Context: an optimization exercise on an open-source flow, tuned for small area, a short achievable clock period and few clock cycles per item. The choices shown serve that exercise and are no tape-out recipe. RTL that was checked went through simulation tests only; none was proved equivalent to the original. The flow treats the clock pin as an ideal source, which a real chip does not have. Power and IR drop assume default switching activity.

Setup of main:
// lpc_encoder
module lpc_encoder
(
	input wire ACLK,
	input wire ARESET_N,
	input wire[15:0] TDATA,
	input wire TVALID,
	input wire TLAST,
	input wire TUSER,
	output wire TREADY,
	output wire OUT_VALID,
	output wire OUT_LAST,
	output wire OUT_USER,
	output wire [79:0] OUT_DATA,
	input wire OUT_READY
);
Size: ~150 cells after synthesis, ~85 flip-flops, about 110 I/O pins, roughly 3000 sq um of cells after synthesis.
==> flow/config.mk <==
export PLATFORM = sky130hd
export DESIGN_NAME = lpc_encoder
export DESIGN_NICKNAME = lpc_encoder
export VERILOG_FILES = /design/flow/design.v
export SDC_FILE = /design/flow/constraint.sdc
export NUM_CORES = 4
export LEC_CHECK = 0
export CAP_MARGIN = 20
export CORE_MARGIN = 2
export CORE_UTILIZATION = 70
export SETUP_SLACK_MARGIN = 2.8
export SLEW_MARGIN = 20
==> flow/constraint.sdc <==
create_clock -name core_clock -period 5.0 [get_ports {ACLK}]
set_input_delay 1.0000 -clock core_clock [delete_from_list [all_inputs] [get_ports {ACLK}]]
set_output_delay 1.0000 -clock core_clock [all_outputs]
set_load 0.01 [all_outputs]
standard.sh (not shown) runs the stock make flow with config.mk's settings and CLKGATE_MAP_FILE= SYNTH_SCRIPT=/design/flow/synth_recipe.tcl, a recipe that flattens the netlist after the stock synthesis.
==> flow/flow/run.sh <==
#!/bin/bash
set -euo pipefail
export BUFFER_PORTS_ARGS="-buffer_cell sky130_fd_sc_hd__buf_1"
export CTS_ARGS="-sink_clustering_enable -repair_clock_nets -dont_use_dummy_load -buf_list sky130_fd_sc_hd__clkbuf_4"
export POST_CTS_TCL="$PWD/flow/post_cts.tcl"
bash standard.sh > standard_flow.log 2>&1
==> flow/flow/post_cts.tcl <==
# Upsize the leaf clock buffers that drive many clock pins, so that the clock
# slew at every flip-flop stays low with the small clock buffers.
set block [ord::get_db_block]
foreach inst [$block getInsts] {
  if {[[$inst getMaster] getName] ne "sky130_fd_sc_hd__clkbuf_4"} { continue }
  set sinks 0
  foreach it [$inst getITerms] {
    if {[$it isOutputSignal] && [$it getNet] ne "NULL"} {
      set sinks [expr {[llength [[$it getNet] getITerms]] - 1}]
    }
  }
  if {$sinks >= 12} {
    puts "post_cts: [$inst getName] drives $sinks pins, upsized"
    replace_cell [$inst getName] sky130_fd_sc_hd__clkbuf_8
  }
}
detailed_placement
check_placement -verbose
main ended with every stage complete and zero timing, DRC or antenna violations.
Testbench counts of main, summed over its fixed seeds: cycles 12,808, items 3,200.
### main -> the feature branch
- CORE_UTILIZATION changed from 70 to 65
==> flow/flow/run.sh <==
#!/bin/bash
set -euo pipefail
export BUFFER_PORTS_ARGS="-buffer_cell sky130_fd_sc_hd__buf_1"
export CTS_ARGS="-sink_clustering_enable -repair_clock_nets -dont_use_dummy_load -sink_clustering_size 30 -sink_clustering_max_diameter 120"
bash standard.sh > standard_flow.log 2>&1
removed: flow/flow/post_cts.tcl
Findings:
[compare] base=main new=the feature branch: multi-input gate area in the final layout picked up an extra 7.5 sq um, total wirelength of the detailed-routed design shrank by about 2%, design area went up by about 1.1%. Going from main to the feature branch, worst setup slack after layout grew by 0.0037 ns; core occupancy in the finished layout shrank by 5.6 points; via count shrank by 41; clock network fraction of total power grew by 3.3 points. Between main and the feature branch, the horizontal die dimension is higher for the feature branch. Cmp the feature branch vs main: fill cell instance count of the final layout higher in the feature branch.


job 8370:
Another version of the RTL of lpc_encoder (not shown whole).
Size in the first run: roughly 200 cells after synthesis, ~110 flip-flops, about 0.0039 mm^2 of cells after synthesis.
// lpc_encoder
module lpc_encoder
(
	input wire ACLK,
	input wire ARESET_N,
	input wire[15:0] TDATA,
	input wire TVALID,
	input wire TLAST,
	input wire TUSER,
	output wire TREADY,
	output wire OUT_VALID,
	output wire OUT_LAST,
	output wire OUT_USER,
	output wire [79:0] OUT_DATA,
	input wire OUT_READY
);
clock: 5.0 ns
lec_check: 0
cap_margin: 20
core_margin: 2
core_utilization: 60
setup_slack_margin: 3.1
slew_margin: 20
==> flow/flow/run.sh <==
#!/bin/bash
set -euo pipefail
export BUFFER_PORTS_ARGS="-buffer_cell sky130_fd_sc_hd__buf_1"
bash standard.sh > standard_flow.log 2>&1
Job 8370 went all the way through synthesis, placement and routing and the layout is clean on timing, DRC and antenna.
Edits applied to the flow inputs when going from job 8370 to job 1816:
-- flow/flow/run.sh --
<<< job 8370, line 4
>>> job 1816, line 4
export CTS_ARGS="-sink_clustering_enable -repair_clock_nets -dont_use_dummy_load -sink_clustering_size 60 -sink_clustering_max_diameter 300 -root_buf sky130_fd_sc_hd__clkbuf_16 -buf_list sky130_fd_sc_hd__clkbuf_16"
==> comparison <==
Job 1816 vs job 8370: overall routed net length up by a few percent. Job 1816 — global-route usage 0.54 points higher, job 8370 as reference. Side by side, met2 wire length turned out higher in job 1816 than in job 8370. Clock-buffer cell count | job 1816 below job 8370. From job 8370 to job 1816 the numbers moved as follows: share of the final layout cell area in sequential cells decreased 0.87 points; total internal power +9.0%. Looking at count of placed standard cells in the final layout, fillers left out, job 1816 sits below job 8370. When job 1816 is measured against job 8370, its number of buffers inserted to repair setup after CTS turns out 5 lower. Changes observed in job 1816 relative to job 8370: core utilization went up by 1.1 points; fmax increased by about 0.7% relative to the old numbers; hold slack went down.
--- input diff job 1816..job 3176 ---
==> flow/flow/run.sh <==
#!/bin/bash
set -euo pipefail
export BUFFER_PORTS_ARGS="-buffer_cell sky130_fd_sc_hd__buf_1"
bash standard.sh > standard_flow.log 2>&1
-- flow/config.mk --
<<< job 1816, line 11
export SETUP_SLACK_MARGIN = 3.1
>>> job 3176, line 11
export SETUP_SLACK_MARGIN = 3.3
Results
| non-clock buffer contribution to total cell area | higher: job 3176 |. Job 3176 against job 1816: clock latency of the later-clocked register in the worst-skew pair increased 0.03 ns, core utilization higher, met2 track demand over resource in global routing went up 10 points, met1 track demand over resource in global routing shows an increase of 2.7 points. Side by side, aggregate global-route resource usage turned out higher in job 3176 than in job 1816. Total wire length after detailed routing: job 3176 and job 1816 compared, lower one is job 1816. In the flow results for job 3176 and job 1816, the mean number of vias per cell is smaller on job 1816. Lower relative contribution of combinational cells to total power goes to job 1816 over job 3176.
No functional check of the RTL was part of any run of this note.


== run A ==
lpc_encoder, a different RTL version from the one above (not shown whole).
For scale: roughly 210 cells after synthesis, ~110 I/O pins, about 0.0038 mm^2 of cells after synthesis.
clock: 5.0 ns
lec_check: 0
cap_margin: 20
core_margin: 2
core_utilization: 40
setup_slack_margin: 3.2
slew_margin: 20
==> flow/flow/run.sh <==
#!/bin/bash
set -euo pipefail
export BUFFER_PORTS_ARGS="-buffer_cell sky130_fd_sc_hd__buf_1"
bash standard.sh > standard_flow.log 2>&1
> inputs changed (run A -> run B)
# run A
export LEC_CHECK = 0
export CAP_MARGIN = 20
export CORE_MARGIN = 2
export CORE_UTILIZATION = 40
export SETUP_SLACK_MARGIN = 3.2
export SLEW_MARGIN = 20
create_clock -name core_clock -period 5.0 [get_ports {ACLK}]
# run B
export LEC_CHECK = 0
export CAP_MARGIN = 20
export CORE_MARGIN = 2
export CORE_UTILIZATION = 40
export SETUP_SLACK_MARGIN = 3.4
export SLEW_MARGIN = 20
create_clock -name core_clock -period 5.0 [get_ports {ACLK}]
Results
- Run B against run A: total of clock buffers placed in the layout decreased by 1 relative to the old numbers, shortest clock period the worst path allows after layout increased by 0.033 ns relative to the old numbers, hold slack decreased by 0.012 ns relative to the old numbers, post-route cell area decreased by about 1.3% relative to the old numbers.
- Run A -> run B: via count decreased by a few percent
- Comparing run B and run A, the lower minimum setup slack among reg-to-reg paths is on run B.
- Number of global-route vias before repair was higher in run A than in run B.
- Reported for run B and run A, largest net degree at the start of global routing turned out identical to the last digit.
- Comparing run B and run A, the higher utilization is on run A.
Function was not checked in any run of this note: the RTL went through the layout flow alone.


alpha:
lpc_encoder, a different RTL version from the one above (not shown whole).
Size: roughly 140 cells after synthesis, roughly 85 flip-flops, ~110 I/O pins, about 3000 µm² of cells after synthesis.
Settings: LEC_CHECK=0, CAP_MARGIN=20, CORE_MARGIN=2, CORE_UTILIZATION=65, CTS_CLUSTER_DIAMETER=100, CTS_CLUSTER_SIZE=30, SETUP_SLACK_MARGIN=2.9, SLEW_MARGIN=20; clock period 5.0 ns.
Scripts as last shown in full above: flow/flow/run.sh
Testbench counts of alpha, summed over its fixed seeds: cycles 12,808, items 3,200.
The following lists how beta was set up differently from alpha:
- removing CTS_CLUSTER_SIZE (formerly 30)
- changing CORE_UTILIZATION from 65 to 70
- removing CTS_CLUSTER_DIAMETER (formerly 100)
### Flow results
- Comparing proportion of power drawn by the clock network for alpha and beta, the smaller number came from alpha.
- beta: layout overhead on the synthesized area higher than alpha
- Final design area excluding fillers of alpha is on par with beta.
- The final layout from beta, which completed every stage, passed the timing, design-rule and antenna checks at the end of the flow.
- In the flow results for alpha and beta, the share of layout cells above drive strength 1 is smaller on beta.
- Compared with alpha, beta shows least setup slack across all paths after layout lower by 0.0057 ns.
- Compared with alpha, in beta chip height -about 3.4%; post-layout instance count excluding filler cells -4; global-route usage +7.8 points.
The inputs of gamma differ from those of beta as listed below.
- SETUP_SLACK_MARGIN changed from 2.9 to 3.2
- CORE_UTILIZATION changed from 70 to 40
==> flow/run.sh (new file) <==
#!/bin/bash
# synth_recipe.tcl (not shown) runs the flow's synth.tcl, then flattens the netlist and writes it again
# the make line also repeats each setting of config.mk as NAME=value (left out here)
make -C /OpenROAD-flow-scripts/flow DESIGN_CONFIG=/design/flow/config.mk WORK_HOME=/design/flow/orfs CLKGATE_MAP_FILE= SYNTH_SCRIPT=/design/flow/synth_recipe.tcl finish
removed: flow/flow/run.sh
removed: flow/standard.sh
==> comparison <==
Diff beta -> gamma: post-route met1 wirelength moved up; combinational power went up; mean routed wirelength per cell -23%; combinational share of power grew by 4.1 points. Higher worst slack at placement among gamma and beta: beta. Global-route usage in gamma vs beta: down 15 points.
Inputs modified between gamma and delta:
- SETUP_SLACK_MARGIN removed (was 3.2)
## What came out
The higher post-CTS setup-driven buffer insertion count came out of gamma. From delta to gamma, number of placed instances, taps included did not move at all. Relative to gamma, sequential share of layout area has decreased by 0.92 points in delta. The clock-buffer cell count of delta falls short of that of gamma by 2. delta against gamma: power went down; via count down about 5%; final cell count without fillers decreased about 5%. gamma → delta: total met3 wirelength after detailed routing higher, detailed-route wire length down 320 µm.
--- input diff delta..epsilon ---
- CORE_UTILIZATION changed from 40 to 65
- SETUP_SLACK_MARGIN newly set to 2.9
==> flow/flow/run.sh (new file) <==
#!/bin/bash
set -euo pipefail
export BUFFER_PORTS_ARGS="-buffer_cell sky130_fd_sc_hd__buf_1"
export CTS_ARGS="-sink_clustering_enable -repair_clock_nets -dont_use_dummy_load -sink_clustering_size 30 -sink_clustering_max_diameter 120"
bash standard.sh > standard_flow.log 2>&1
==> flow/standard.sh (new file) <==
#!/bin/bash
# synth_recipe.tcl (not shown) runs the flow's synth.tcl, then flattens the netlist and writes it again
# the make line also repeats each setting of config.mk as NAME=value (left out here)
make -C /OpenROAD-flow-scripts/flow DESIGN_CONFIG=/design/flow/config.mk WORK_HOME=/design/flow/orfs CLKGATE_MAP_FILE= SYNTH_SCRIPT=/design/flow/synth_recipe.tcl "${@:-finish}"
removed: flow/run.sh
[summary]
epsilon completed end to end with timing, DRC and antenna clean.
For the area used by multi-input combinational logic, epsilon came in about 4.6% higher than delta did.
Diff delta -> epsilon | total wirelength of the detailed-routed design | down by a little under 10%
Looking at maximum VDD drop, epsilon sits about 56% higher than delta does.
delta → epsilon: length in cells of the worst reg-to-reg path level, post-route minimum period moved down.
Cmp epsilon vs delta: count of nets after finishing higher in epsilon
epsilon has more setup slack than delta.
Going from delta to epsilon, share of total power in combinational logic decreased by 2.2 points relative to the old numbers, post-layout total power lower, post-synthesis to final-layout area growth lower.


The RTL this note starts from:
==> flow/design.v <==
module lpc_encoder
(
	input wire ACLK,
	input wire ARESET_N,
	input wire[15:0] TDATA,
	input wire TVALID,
	input wire TLAST,
	input wire TUSER,
	output wire TREADY,
	output wire OUT_VALID,
	output wire OUT_LAST,
	output wire OUT_USER,
	output wire [79:0] OUT_DATA,
	input wire OUT_READY
);
	reg [63:0] data_reg;
	reg [7:0]  pv_reg;
	reg [7:0]  ph_reg;
	reg        user_reg, last_reg;
	reg [1:0]  cnt_reg;
	reg        valid_reg;
	wire       acc   = TVALID & OUT_READY;
	wire [1:0] slot  = TUSER ? 2'd0 : cnt_reg;
	wire       first = (slot == 2'd0);
	wire [7:0] hi    = TDATA[15:8];
	wire [7:0] lo    = TDATA[7:0];
	always @(posedge ACLK or negedge ARESET_N) begin
		if (~ARESET_N) begin
			cnt_reg   <= 2'd0;
			valid_reg <= 1'b0;
		end else begin
			if (acc)
				cnt_reg <= slot + 2'd1;
			valid_reg <= (acc & (slot == 2'd3)) | (valid_reg & ~OUT_READY);
		end
	end
	always @(posedge ACLK) begin
		if (acc) begin
			case (slot)
				2'd0: begin data_reg[15:0]  <= {lo, hi}; pv_reg[1:0] <= {^lo, ^hi}; end
				2'd1: begin data_reg[31:16] <= {lo, hi}; pv_reg[3:2] <= {^lo, ^hi}; end
				2'd2: begin data_reg[47:32] <= {lo, hi}; pv_reg[5:4] <= {^lo, ^hi}; end
				2'd3: begin data_reg[63:48] <= {lo, hi}; pv_reg[7:6] <= {^lo, ^hi}; end
			endcase
			ph_reg   <= (first ? 8'd0 : ph_reg) ^ hi ^ lo;
			user_reg <= first ? TUSER : user_reg;
			last_reg <= (first ? 1'b0 : last_reg) | TLAST;
		end
	end
	assign TREADY    = OUT_READY;
	assign OUT_VALID = valid_reg;
	assign OUT_DATA  = {ph_reg, pv_reg, data_reg};
	assign OUT_USER  = user_reg;
	assign OUT_LAST  = last_reg;
endmodule
Settings: LEC_CHECK=0, CAP_MARGIN=20, CORE_MARGIN=2, CORE_UTILIZATION=65, SETUP_SLACK_MARGIN=3.15, SLEW_MARGIN=20; clock period 5.0 ns.
==> flow/flow/run.sh <==
#!/bin/bash
set -euo pipefail
export BUFFER_PORTS_ARGS="-buffer_cell sky130_fd_sc_hd__buf_1"
export CTS_ARGS="-sink_clustering_enable -repair_clock_nets -dont_use_dummy_load -sink_clustering_size 30 -sink_clustering_max_diameter 120"
bash standard.sh > standard_flow.log 2>&1
The first run did not get past global routing (5_1_grt).
Testbench counts at the start, summed over its fixed seeds: cycles 12,808, items 3,200.
Next try:
==> flow/flow/run.sh (replaced) <==
#!/bin/bash
set -euo pipefail
export BUFFER_PORTS_ARGS="-buffer_cell sky130_fd_sc_hd__buf_1"
export CTS_ARGS="-sink_clustering_enable -repair_clock_nets -dont_use_dummy_load -root_buf sky130_fd_sc_hd__clkbuf_8 -buf_list sky130_fd_sc_hd__clkbuf_4"
bash standard.sh > standard_flow.log 2>&1
SETUP_SLACK_MARGIN = 2.8   (was 3.15)
What happened:
- This time the run ran to the end with no violations
- synthesized area stays the same
- synthesized cell count stays the same
Next try:
==> flow/flow/run.sh (replaced) <==
#!/bin/bash
set -euo pipefail
export BUFFER_PORTS_ARGS="-buffer_cell sky130_fd_sc_hd__buf_1"
export CTS_ARGS="-sink_clustering_enable -repair_clock_nets -dont_use_dummy_load -sink_clustering_size 45 -sink_clustering_max_diameter 200 -buf_list {sky130_fd_sc_hd__clkbuf_4 sky130_fd_sc_hd__clkbuf_8}"
bash standard.sh > standard_flow.log 2>&1
The new run completed without violations. Total power does not change. Fmax stays the same. Wire length is unchanged. First-iteration DRC count does not change. Global-route usage is unchanged. Die area does not change. Sequential power is about the same.


== v11 ==
RTL: the design.v shown in full above, as it stands there.
Settings: LEC_CHECK=0, CAP_MARGIN=20, CORE_MARGIN=2, CORE_UTILIZATION=65, SETUP_SLACK_MARGIN=3.0, SLEW_MARGIN=20; clock period 5.0 ns.
==> flow/flow/run.sh <==
#!/bin/bash
set -euo pipefail
export BUFFER_PORTS_ARGS="-buffer_cell sky130_fd_sc_hd__buf_1"
export CTS_ARGS="-sink_clustering_enable -repair_clock_nets -dont_use_dummy_load -sink_clustering_size 30 -sink_clustering_max_diameter 120"
bash standard.sh > standard_flow.log 2>&1
Testbench counts of v11, summed over its fixed seeds: cycles 12,808, items 3,200.
Inputs modified between v11 and v5:
- SETUP_SLACK_MARGIN now 2.8, was 3.0
==> flow/flow/run.sh <==
#!/bin/bash
set -euo pipefail
export BUFFER_PORTS_ARGS="-buffer_cell sky130_fd_sc_hd__buf_1"
export CTS_ARGS="-sink_clustering_enable -repair_clock_nets -dont_use_dummy_load -buf_list sky130_fd_sc_hd__clkbuf_4"
export POST_CTS_TCL="$PWD/flow/post_cts.tcl"
bash standard.sh > standard_flow.log 2>&1
==> flow/flow/post_cts.tcl (new file) <==
# Upsize the leaf clock buffers that drive many clock pins, so that the clock
# slew at every flip-flop stays low with the small clock buffers.
set block [ord::get_db_block]
foreach inst [$block getInsts] {
  if {[[$inst getMaster] getName] ne "sky130_fd_sc_hd__clkbuf_4"} { continue }
  set sinks 0
  foreach it [$inst getITerms] {
    if {[$it isOutputSignal] && [$it getNet] ne "NULL"} {
      set sinks [expr {[llength [[$it getNet] getITerms]] - 1}]
    }
  }
  if {$sinks >= 12} {
    puts "post_cts: [$inst getName] drives $sinks pins, upsized"
    replace_cell [$inst getName] sky130_fd_sc_hd__clkbuf_8
  }
}
detailed_placement
check_placement -verbose
--- outcome ---
- Highest ir drop seen on vdd was lower in v11 than in v5.
- v5 against v11: clock buffer and inverter area fraction after layout went down, relative area change from synthesis to final layout went down.
- Multi-input combinational gate total: v5 vs v11 identical
- As far as count of buffers from port buffering goes, v5 and v11 are indistinguishable; the numbers are identical.

port drivers added, routing unchanged:
No port has a modelled driver above. Below, the same layouts with a new extraction and two added sets of constraints. Step 1 sets driving cells, clkbuf_16 on the clock port and buf_2 on the other inputs (assumed; they add their load-dependent delay and slew). Step 2 also shifts input and output timing later by t, the mid clock arrival at the registers, as if the neighbouring blocks saw the same clock. a / b / c = ideal / step 1 / step 2; a / b = the first two.
run	shift t [ns]	setup WS [ns]	hold slack, ns	worst slew at a driven data input, ns	cell pins on the clock port's net
main	0.420	2.793 / 2.753 / 2.556	0.381 / 0.380 / 0.529	0.05	1
the feature branch	0.357	2.797 / 2.755 / 2.564	0.454 / 0.451 / 0.506	0.05	1
job 8370	0.373	3.085 / 3.055 / 2.752	0.479 / 0.479 / 0.479	0.04	1
job 1816	0.362	3.099 / 3.067 / 2.804	0.471 / 0.471 / 0.471	0.04	1
job 3176	0.392	3.023 / 2.990 / 2.710	0.497 / 0.497 / 0.497	0.05	1
run A	0.388	2.882 / 2.866 / 2.559	0.457 / 0.449 / 0.484	0.04	1
run B	0.378	2.849 / 2.849 / 2.624	0.446 / 0.444 / 0.481	0.03	1
alpha	0.359	2.664 / 2.638 / 2.606	0.466 / 0.461 / 0.539	0.04	1
beta	0.382	2.658 / 2.616 / 2.561	0.436 / 0.425 / 0.558	0.05	1
gamma	0.370	2.664 / 2.633 / 2.633	0.554 / 0.554 / 0.554	0.04	1
delta	0.376	1.879 / 1.853 / 1.853	0.548 / 0.548 / 0.548	0.04	1
epsilon	0.357	2.666 / 2.640 / 2.640	0.463 / 0.458 / 0.537	0.04	1
the second run of note 5	0.357	2.797 / 2.755 / 2.564	0.454 / 0.451 / 0.506	0.05	1
the third run of note 5	0.357	2.797 / 2.755 / 2.564	0.454 / 0.451 / 0.506	0.05	1
v11	0.361	2.793 / 2.744 / 2.701	0.461 / 0.463 / 0.484	0.06	1
v5	0.419	2.797 / 2.755 / 2.534	0.389 / 0.387 / 0.513	0.05	1
After both steps setup and hold are still met in every run listed. For job 8370, which loses most, drivers alone change the setup slack by -0.030 ns; drivers and shift together by -0.333 ns.
